This design comes from an exercise in tuning for small area on the open sky130 flow, not from production work. At most, simulation tests tie the RTL to the original design; equivalence was not proved. The RTL of run 2 was laid out without a check of its function.

==> flow/design.v, too long to show whole: its modules and the start of the top module <==
// module cordic_fa: 6 lines
// module cordic_ha: 6 lines
// module cordic_cct: 6 lines
// module cordic_cci: 6 lines
// module cordic_pipelined: 1821 lines
module cordic_pipelined(clk, z0, xn, yn);
  // ...
==> flow/flow/run.sh <==
#!/bin/bash
# The standard layout (standard.sh: ORFS from synthesis through finish), with two changes:
#  - the input/output port buffers are made from the smallest buffer cell;
#  - synthesis maps the logic with an area-oriented ABC script (flow/abc_area_map.script)
#    in place of ORFS's abc_speed.script. Everything else in synthesis is ORFS's own
#    (run from a copy of ORFS's scripts folder in which only that one file differs).
set -e
rm -rf orfs_scripts
cp -r "$FLOW_HOME/scripts" orfs_scripts
cp flow/abc_area_map.script orfs_scripts/abc_speed.script
export SCRIPTS_DIR="$PWD/orfs_scripts"
export BUFFER_PORTS_ARGS="-buffer_cell sky130_fd_sc_hd__buf_1"
cp standard.sh standard_sh.txt
bash standard.sh > standard.log 2>&1
==> flow/flow/abc_area_map.script <==
strash
dch
map -a
strash
dch
map -a
topo
stime -c
buffer -c
upsize -c
dnsize -c
==> flow/standard.sh <==
#!/bin/bash
# synth_recipe.tcl (not shown) runs the flow's synth.tcl, then flattens the netlist and writes it again
# the make line also repeats each setting of config.mk as NAME=value (left out here)
make -C /OpenROAD-flow-scripts/flow DESIGN_CONFIG=/design/flow/config.mk WORK_HOME=/design/flow/orfs CLKGATE_MAP_FILE= SYNTH_SCRIPT=/design/flow/synth_recipe.tcl "${@:-finish}"
==> flow/config.mk <==
export PLATFORM = sky130hd
export DESIGN_NAME = cordic_pipelined
export DESIGN_NICKNAME = cordic_pipelined
export VERILOG_FILES = /design/flow/design.v
export SDC_FILE = /design/flow/constraint.sdc
export NUM_CORES = 4
export LEC_CHECK = 0
export CAP_MARGIN = 20
export CORE_MARGIN = 2
export CORE_UTILIZATION = 60
export CTS_BUF_LIST = sky130_fd_sc_hd__clkbuf_8
export CTS_CLUSTER_DIAMETER = 100
export CTS_CLUSTER_SIZE = 18
export SLEW_MARGIN = 20
export SYNTH_HIERARCHICAL = 1
==> flow/constraint.sdc <==
create_clock -name core_clock -period 5.0 [get_ports {clk}]
set_input_delay 1.0000 -clock core_clock [delete_from_list [all_inputs] [get_ports {clk}]]
set_output_delay 1.0000 -clock core_clock [all_outputs]
set_load 0.01 [all_outputs]
==> metrics.md, run 1 <==
| Metric | Value |
|---|---|
| Status | `no timing/DRC/antenna violations` |
| Comb_multi_in | `717` |
| Non-clk bufs | `101` |
| Initial Util | `0.6043` |
| Hold WC Path Type | `reg2reg` |
| Pre-CTS WS | `-0.01662 ns` |
| Seq_cells | `284` |
| Final Instance Count excl. Fillers | `1582` |
| Reg2reg start | `f_p6` |
| Synth Area in Adders | `0.3300` |
| DP Area | `about 0.015 mm2` |
| Highest Signal Layer | `met4` |
| Seq area share | `0.3748` |
| Post-CTS Repair Setup Buffers | `0` |
| CLK BUF | `19` |
| Synth cell count leaders | `dfxtp_1 (284), fa_1 (183), inv_1 (135)` |
| Fin crit share | `0.9735` |
| Row cnt | `56` |
| Most flop-heavy register | `z1_r1` |
| Worst setup margin | `0.1327 ns` |
| Syn. warnings | `7` |
| Tapcells | `319` |
| Chip Width | `157.1 um` |
| Gr ovfl total | `0` |
| WL met3 | `735 um` |
| Clock Latency Late Sink | `0.54 ns` |
| WL/cell | `16.02 um` |
| DRC | `0` |
| Layout inverter count without the clock tree | `140` |
| Buf/Inv on CP | `1` |
| Fraction of layout cells with a size suffix above 1 | `0.09105` |
| Clock slew at reported path FFs | `between 0.1 and 0.15 ns` |
| Main combinational cell family by area after synthesis | `adder cells` |
| Sink Count | `284` |
| Highest Clock Rate | `205.5 MHz` |
| Post-detail-place hpwl | `~21000 um` |
==> run 2, diff against run 1 <==
--- a/flow/design.v
+++ b/flow/design.v
@@ -808,83 +808,83 @@
   localparam [31:0] TX16 = 32'h766e766e;
   localparam [31:0] TY16 = 32'h13371337;
   localparam [31:0] TX17 = 32'h00000000;
   localparam [31:0] TY17 = 32'haaaaaaaa;
   wire [4:0] ta_c4 = {d4_p4,d3_p4,d2_p4,d1_p4,d0_p4};
   wire [4:0] ta_c5 = {d4_p5,d3_p5,d2_p5,d1_p5,d0_p5};
   wire [4:0] ta_c6 = {d4_p6,d3_p6,d2_p6,d1_p6,d0_p6};
   assign lx0 = TX0[ta_c4];
-  assign lx1 = TX1[ta_c5];
+  assign lx1 = TX1[ta_c4];
   assign lx2 = TX2[ta_c5];
   assign lx3 = TX3[ta_c5];
   assign lx4 = TX4[ta_c5];
   assign lx5 = TX5[ta_c4];
-  assign lx6 = TX6[ta_c5];
+  assign lx6 = TX6[ta_c4];
   assign lx7 = TX7[ta_c5];
   assign lx8 = TX8[ta_c5];
   assign lx9 = TX9[ta_c5];
   assign lx10 = TX10[ta_c5];
   assign lx11 = TX11[ta_c5];
   assign lx12 = TX12[ta_c5];
   assign lx13 = TX13[ta_c5];
   assign lx14 = TX14[ta_c5];
   assign lx15 = TX15[ta_c5];
-  assign lx16 = TX16[ta_c6];
+  assign lx16 = TX16[ta_c5];
   assign lx17 = TX17[ta_c6];
   assign ly0 = TY0[ta_c4];
-  assign ly1 = TY1[ta_c5];
+  assign ly1 = TY1[ta_c4];
   assign ly2 = TY2[ta_c5];
   assign ly3 = TY3[ta_c5];
   assign ly4 = TY4[ta_c5];
   assign ly5 = TY5[ta_c4];
-  assign ly6 = TY6[ta_c5];
+  assign ly6 = TY6[ta_c4];
   assign ly7 = TY7[ta_c5];
   assign ly8 = TY8[ta_c5];
   assign ly9 = TY9[ta_c5];
   assign ly10 = TY10[ta_c5];
   assign ly11 = TY11[ta_c5];
   assign ly12 = TY12[ta_c5];
   assign ly13 = TY13[ta_c5];
   assign ly14 = TY14[ta_c5];
   assign ly15 = TY15[ta_c5];
-  assign ly16 = TY16[ta_c6];
+  assign ly16 = TY16[ta_c5];
   assign ly17 = TY17[ta_c6];
   assign xt5_0 = lx0_p5 ^ f_p5;
-  assign xt5_1 = lx1 ^ f_p5;
+  assign xt5_1 = lx1_p5 ^ f_p5;
   assign xt5_2 = lx2 ^ f_p5;
   assign xt5_3 = lx3 ^ f_p5;
   assign xt5_4 = lx4 ^ f_p5;
   assign xt5_5 = lx5_p5 ^ f_p5;
-  assign xt5_6 = lx6 ^ f_p5;
+  assign xt5_6 = lx6_p5 ^ f_p5;
   assign xt5_7 = lx7 ^ f_p5;
   assign xt5_8 = lx8 ^ f_p5;
   assign xt5_9 = lx9 ^ f_p5;
   assign xt5_10 = lx10 ^ f_p5;
   assign xt5_11 = lx11 ^ f_p5;
   assign xt5_12 = lx12 ^ f_p5;
   assign xt5_13 = lx13_p6 ^ f_p6;
   assign xt5_14 = lx14_p6 ^ f_p6;
   assign xt5_15 = lx15_p6 ^ f_p6;
-  assign xt5_16 = lx16 ^ f_p6;
+  assign xt5_16 = lx16_p6 ^ f_p6;
   assign xt5_17 = lx17 ^ f_p6;
   assign q5_1 = ~(f_p5 ^ d5_p5);
   assign yt5_0 = ly0_p5 ^ q5_1;
   assign q5_2 = ~(f_p5 ^ d5_p5);
-  assign yt5_1 = ly1 ^ q5_2;
+  assign yt5_1 = ly1_p5 ^ q5_2;
   assign q5_3 = ~(f_p5 ^ d5_p5);
   assign yt5_2 = ly2 ^ q5_3;
   assign q5_4 = ~(f_p5 ^ d5_p5);
   assign yt5_3 = ly3 ^ q5_4;
   assign q5_5 = ~(f_p5 ^ d5_p5);
   assign yt5_4 = ly4 ^ q5_5;
   assign q5_6 = ~(f_p5 ^ d5_p5);
   assign yt5_5 = ly5_p5 ^ q5_6;
   assign q5_7 = ~(f_p5 ^ d5_p5);
-  assign yt5_6 = ly6 ^ q5_7;
+  assign yt5_6 = ly6_p5 ^ q5_7;
   assign q5_8 = ~(f_p5 ^ d5_p5);
   assign yt5_7 = ly7 ^ q5_8;
   assign q5_9 = ~(f_p5 ^ d5_p5);
   assign yt5_8 = ly8 ^ q5_9;
   assign q5_10 = ~(f_p5 ^ d5_p5);
   assign yt5_9 = ly9 ^ q5_10;
   assign q5_11 = ~(f_p5 ^ d5_p5);
   assign yt5_10 = ly10 ^ q5_11;
@@ -894,17 +894,17 @@
   assign yt5_12 = ly12 ^ q5_13;
   assign q5_14 = ~(f_p5 ^ d5_p5);
   assign yt5_13 = ly13 ^ q5_14;
   assign q5_15 = ~(f_p6 ^ d5_p6);
   assign yt5_14 = ly14_p6 ^ q5_15;
   assign q5_16 = ~(f_p6 ^ d5_p6);
   assign yt5_15 = ly15_p6 ^ q5_16;
   assign q5_17 = ~(f_p6 ^ d5_p6);
-  assign yt5_16 = ly16 ^ q5_17;
+  assign yt5_16 = ly16_p6 ^ q5_17;
   assign q5_18 = ~(f_p6 ^ d5_p6);
   assign yt5_17 = ly17 ^ q5_18;
   assign q5_19 = ~(f_p5 ^ d5_p5);
   cordic_fa u91 (.a(xt5_0), .b(yt5_5), .c(q5_19), .s(ax5_s0), .co(ax5_c1));
   cordic_fa u92 (.a(xt5_1), .b(yt5_6), .c(ax5_c1), .s(ax5_s1), .co(ax5_c2));
   cordic_fa u93 (.a(xt5_2), .b(yt5_7), .c(ax5_c2), .s(ax5_s2), .co(ax5_c3));
   cordic_fa u94 (.a(xt5_3), .b(yt5_8), .c(ax5_c3), .s(ax5_s3), .co(ax5_c4));
   cordic_fa u95 (.a(xt5_4), .b(yt5_9), .c(ax5_c4), .s(ax5_s4), .co(ax5_c5));
@@ -1385,24 +1385,30 @@
   reg d9_p10;
   reg f_p4;
   reg f_p5;
   reg f_p6;
   reg f_p7;
   reg f_p8;
   reg f_p9;
   reg lx0_p5;
+  reg lx1_p5;
   reg lx5_p5;
+  reg lx6_p5;
   reg lx13_p6;
   reg lx14_p6;
   reg lx15_p6;
+  reg lx16_p6;
   reg ly0_p5;
+  reg ly1_p5;
   reg ly5_p5;
+  reg ly6_p5;
   reg ly14_p6;
   reg ly15_p6;
+  reg ly16_p6;
   reg xt5_8_p6;
   reg xt5_9_p6;
   reg xt5_10_p6;
   reg xt5_11_p6;
   reg xt5_12_p6;
   reg yt5_8_p6;
   reg yt5_9_p6;
   reg yt5_10_p6;
@@ -1632,24 +1638,30 @@
     d9_p10 <= d9_p9;
     f_p4 <= f;
     f_p5 <= f_p4;
     f_p6 <= f_p5;
     f_p7 <= f_p6;
     f_p8 <= f_p7;
     f_p9 <= f_p8;
     lx0_p5 <= lx0;
+    lx1_p5 <= lx1;
     lx5_p5 <= lx5;
+    lx6_p5 <= lx6;
     lx13_p6 <= lx13;
     lx14_p6 <= lx14;
     lx15_p6 <= lx15;
+    lx16_p6 <= lx16;
     ly0_p5 <= ly0;
+    ly1_p5 <= ly1;
     ly5_p5 <= ly5;
+    ly6_p5 <= ly6;
     ly14_p6 <= ly14;
     ly15_p6 <= ly15;
+    ly16_p6 <= ly16;
     xt5_8_p6 <= xt5_8;
     xt5_9_p6 <= xt5_9;
     xt5_10_p6 <= xt5_10;
     xt5_11_p6 <= xt5_11;
     xt5_12_p6 <= xt5_12;
     yt5_8_p6 <= yt5_8;
     yt5_9_p6 <= yt5_9;
     yt5_10_p6 <= yt5_10;
==> run 2 against run 1 <==
Clock skew grew 0.0021 ns. Still clean. Sequential share of layout area grew 0.65 points. Worst hold slack lost 0.0097 ns. Critical endpoint unchanged. Non-clock buffer count shrank 12. Final area shrank 0.90%. Utilization shrank 0.59 points. Synthesized area grew 0.20%. First-iteration DRC count grew 22%. Count of clock-buffer cells in the layout is the same.
==> metrics.md, run 2 <==
| Metric | Value |
|---|---|
| Status | `no timing/DRC/antenna violations (unchanged)` |
| WP data required | `5.41 ns (was 5.42 ns)` |
| IO Count | `50 (unchanged)` |
| CTS buffer count | `19 (unchanged)` |
| Core area | `0.02326 mm2 (unchanged)` |
| All-Layer GR Usage | `0.2099 (was 0.2129)` |
| Die area | `0.02472 mm2 (was 0.02467 mm2)` |
| Setup Crit Path Kind | `reg2reg (unchanged)` |
| Post-DRT Antenna Nets | `0 (unchanged)` |
| Diode count | `0 (unchanged)` |
| Via count | `7681 (was 7772)` |
| Syn. warnings | `7 (unchanged)` |
| Clock slew at reported path FFs | `0.11 ns (about the same)` |
| Gr ovfl total | `0 (unchanged)` |
| Final #Nets | `1530 (was 1538)` |
| Filler cells | `1837 (was 1850)` |
| Maxcap violations | `0 (unchanged)` |
| Path depth of the worst reg2reg path | `12 (unchanged)` |
| Final Setup Violations | `0 (unchanged)` |
| Crit end category | `register (unchanged)` |
| Highest Clock Rate | `203.4 MHz (was 205.5 MHz)` |
| CTS root buffer | `clkbuf_8 (unchanged)` |
| Number of global-route vias before repair | `8039 (was 8115)` |
| RSZ-0062 raised after global routing | `yes` |
| Fin crit share | `0.9832 (was 0.9735)` |
| Most flop-heavy register | `z1_r1 (unchanged)` |
| RD Place Congestion | `0.8648 (was 0.9113)` |
| Sink Count | `287 (was 284)` |
| Longest Clk Path Bufs | `3 (unchanged)` |
| CTS tree | `done (unchanged)` |
| Initial Util | `0.6056 (was 0.6043)` |
| DR pass1 iterations | `5 (unchanged)` |
| Antenna violations before repair | `0 (unchanged)` |
| Hold depth | `0 (unchanged)` |
| Cells after Synth | `1178 (was 1175)` |
| Clock Latency Late Sink | `0.53 ns (was 0.54 ns)` |
| DRC | `0 (unchanged)` |
| M3 GR Usage | `0.02506 (was 0.02340)` |
| Pin count of the biggest net entering global routing | `25 (was 24)` |
| Sequential-to-total area share from yosys stat | `0.4079 (was 0.4044)` |
| Post-CTS Repair Setup Buffers | `0 (unchanged)` |
| Post-synthesis cell type count | `48 (unchanged)` |
| Row cnt | `56 (unchanged)` |
| Post-detail-place hpwl | `20170 um (was 20900 um)` |
| Area Growth Syn to Fin | `7.070% (was 8.268%)` |
| Post-Syn Area per Cell | `11.96 um2 (about the same)` |
| WL final | `24610 um (was 25340 um)` |
| Worst-path fanout max | `5 (unchanged)` |
| WL/cell | `15.62 um (was 16.02 um)` |
| Highest-count cells in the layout ignoring fill and taps | `dfxtp_1 (282), fa_1 (179), inv_1 (128) (was dfxtp_1 (274), fa_1 (180), inv_1 (134))` |
| Max FFs per register | `11 (unchanged)` |
| Hold WC Path Type | `reg2reg (unchanged)` |
| Number of port buffers | `49 (unchanged)` |
| Chip Width | `157.2 um (was 157.1 um)` |
| Setup TNS | `0 ns (unchanged)` |
| Fin util | `0.6484 (was 0.6543)` |
| Fin crit period | `4.916 ns (was 4.867 ns)` |
| #FFs+latches synth | `287 (was 284)` |
| Htree depth | `1 (unchanged)` |
| Critical Path Source Type | `register (unchanged)` |
| DRT iter0 DRCs | `356 (was 292)` |
| Mapped Area | `0.01409 mm2 (was 0.01406 mm2)` |
| Met2 Use GR | `0.4144 (was 0.4373)` |
| Share of the synthesized area in the top cell type | `0.4079 (was 0.4044)` |
| Arrival time worst endpoint | `5.32 ns (was 5.28 ns)` |
| Prevailing post-synth register cell | `dfxtp_1 (unchanged)` |
| Hold-fix buffers, CTS | `0 (unchanged)` |
| Commonest non-fill, non-tap cell in the layout | `dfxtp_1 (unchanged)` |
| Largest registers | `z1_r1 (11), z3_r2 (9) (unchanged)` |
| Ys async rst share | `0 (unchanged)` |
| Area leader, netlist | `dfxtp_1 (unchanged)` |
| M1 GR Usage | `0.2347 (was 0.2223)` |
| Mapped Nets | `1452 (was 1450)` |
| Rel. slew slack | `0.3321 (was 0.3464)` |
| Die Height | `157.2 um (was 157.1 um)` |
| Final Hold Vio Count | `0 (unchanged)` |
| Worst Skew | `0.01583 ns (was 0.01372 ns)` |
| Count leader, synth | `dfxtp_1 (unchanged)` |
| Number of synthesized flops with an enable pin | `0 (unchanged)` |
| Via density | `4.877 (was 4.913)` |
| Fraction of layout cells with a size suffix above 1 | `0.07723 (was 0.09105)` |
| Global-route wire length before repair | `40080 um (was 40380 um)` |
| Worst-Margin Slew | `0.9985 ns (was 0.9771 ns)` |
| Synth cell count leaders | `dfxtp_1 (287), fa_1 (183), inv_1 (130) (was dfxtp_1 (284), fa_1 (183), inv_1 (135))` |
| Final Max Tran Viols | `0 (unchanged)` |
| Synth top area cells | `dfxtp_1 (41%), fa_1 (26%), xor2_1 (7.2%) (was dfxtp_1 (40%), fa_1 (26%), xor2_1 (7.5%))` |
| GR peak layer | `met2 (unchanged)` |
[run 2: changes by cell type after synthesis, sizes merged, moves of 5 or more]
cell	previous run	this run
nor2	48	65
buf	30	24
inv	140	134
nand2	58	53
[run 2: per-stage QoR]
stage	worst slack (ns)	std cells	cell area, um2	hold WS, ns
global placement	0.1285	1554	14770	0.3105
CTS	0.02320	1575	15050	0.3317
floorplan	0.005247	1178	14090	0.3096
global route	-0.06017	1575	15080	0.3413
finish	0.08382	1575	15080	0.3216
detailed placement	0.02833	1554	14770	0.3121
[run 2: Yosys stat by module, one instance, submodules excluded]
module	cells inside	copies in the design	flip-flops and latches
cordic_fa	1	180	0
cordic_pipelined	998	1	287
[run 2: final timing paths]
kind | start | endpoint | slack (ns)
max | f_p6 | ay7_s1_p7 | 0.08
min | f_p4 | f_p5 | 0.32
min reg2reg | f_p4 | f_p5 | 0.32
max reg2reg | f_p6 | ay7_s1_p7 | 0.08
[run 2: kinds of logic after synthesis]
group | count (synthesis) | synth area share
buffers and inverters | 168 | 0.05063
AOI/OAI and AO/OA | 154 | 0.06697
DFF | 287 | 0.4079
and+or+nand+nor | 149 | 0.04610
adders and majority gates | 260 | 0.3284
xor gates and xnor gates | 160 | 0.1000
[run 2: repair_timing]
item,CTS,global route
resized for setup,3,13
pin swaps,0,1
endpoints found under the setup margin,1,15
[run 2: area by class of cell]
| cell class | count | area, um2 | share of cell area |
|---|---|---|---|
| Clock buffer | 19 | 261.5 | 0.01734 |
| Clock inverter | 2 | 11.26 | 0.0007466 |
| Inverter | 136 | 513.0 | 0.03401 |
| Multi-Input combinational cell | 723 | 7661 | 0.5079 |
| Sequential cell | 287 | 5752 | 0.3813 |
| Tap cell | 319 | 399.1 | 0.02646 |
| Timing Repair Buffer | 89 | 485.5 | 0.03219 |
[run 2: routing by layer]
metal,part of all wire,up-vias,routed length [um]
met5,0,-,0
met4,0.028,0,682
met3,0.034,42,848
met2,0.55,151,13580
met1,0.39,3653,9503
li1,-,3835,-
[run 2: worst max-delay path, stage by stage, from the launching register on]
cell and delay, ns:
dfxtp_2 0.38, xnor2_1 0.26, fa_1 0.47, xor2_1 0.21
fa_1 0.42, fa_1 0.38, fa_1 0.39, fa_1 0.44
fa_1 0.41, fa_1 0.53, inv_1 0.07, fa_1 0.40
fa_1 0.45

-- what the ideal ports hide --
No port has a modelled driver above. Below, the same layouts with a new extraction and two added sets of constraints. Step 1 (the two cells are an assumption about what drives the block):
set clk [get_ports {clk}]
set_driving_cell -lib_cell sky130_fd_sc_hd__clkbuf_16 $clk
set_driving_cell -lib_cell sky130_fd_sc_hd__buf_2 [delete_from_list [all_inputs] $clk]
Step 2, shift: input delay + t, output delay - t, t = (earliest + latest rising clock arrival at the registers) / 2. This alone moves slack from input paths to output paths. a / b / c = no drivers / after step 1 / after step 2; a / b = the first two.
run	t, ns	setup WS [ns]	slew at the worst register clock pin (ns)
run 1	0.570	0.133 / 0.133 / 0.133	0.11 / 0.11
run 2	0.570	0.084 / 0.084 / 0.084	0.11 / 0.11
After both steps every run listed still meets setup and hold.
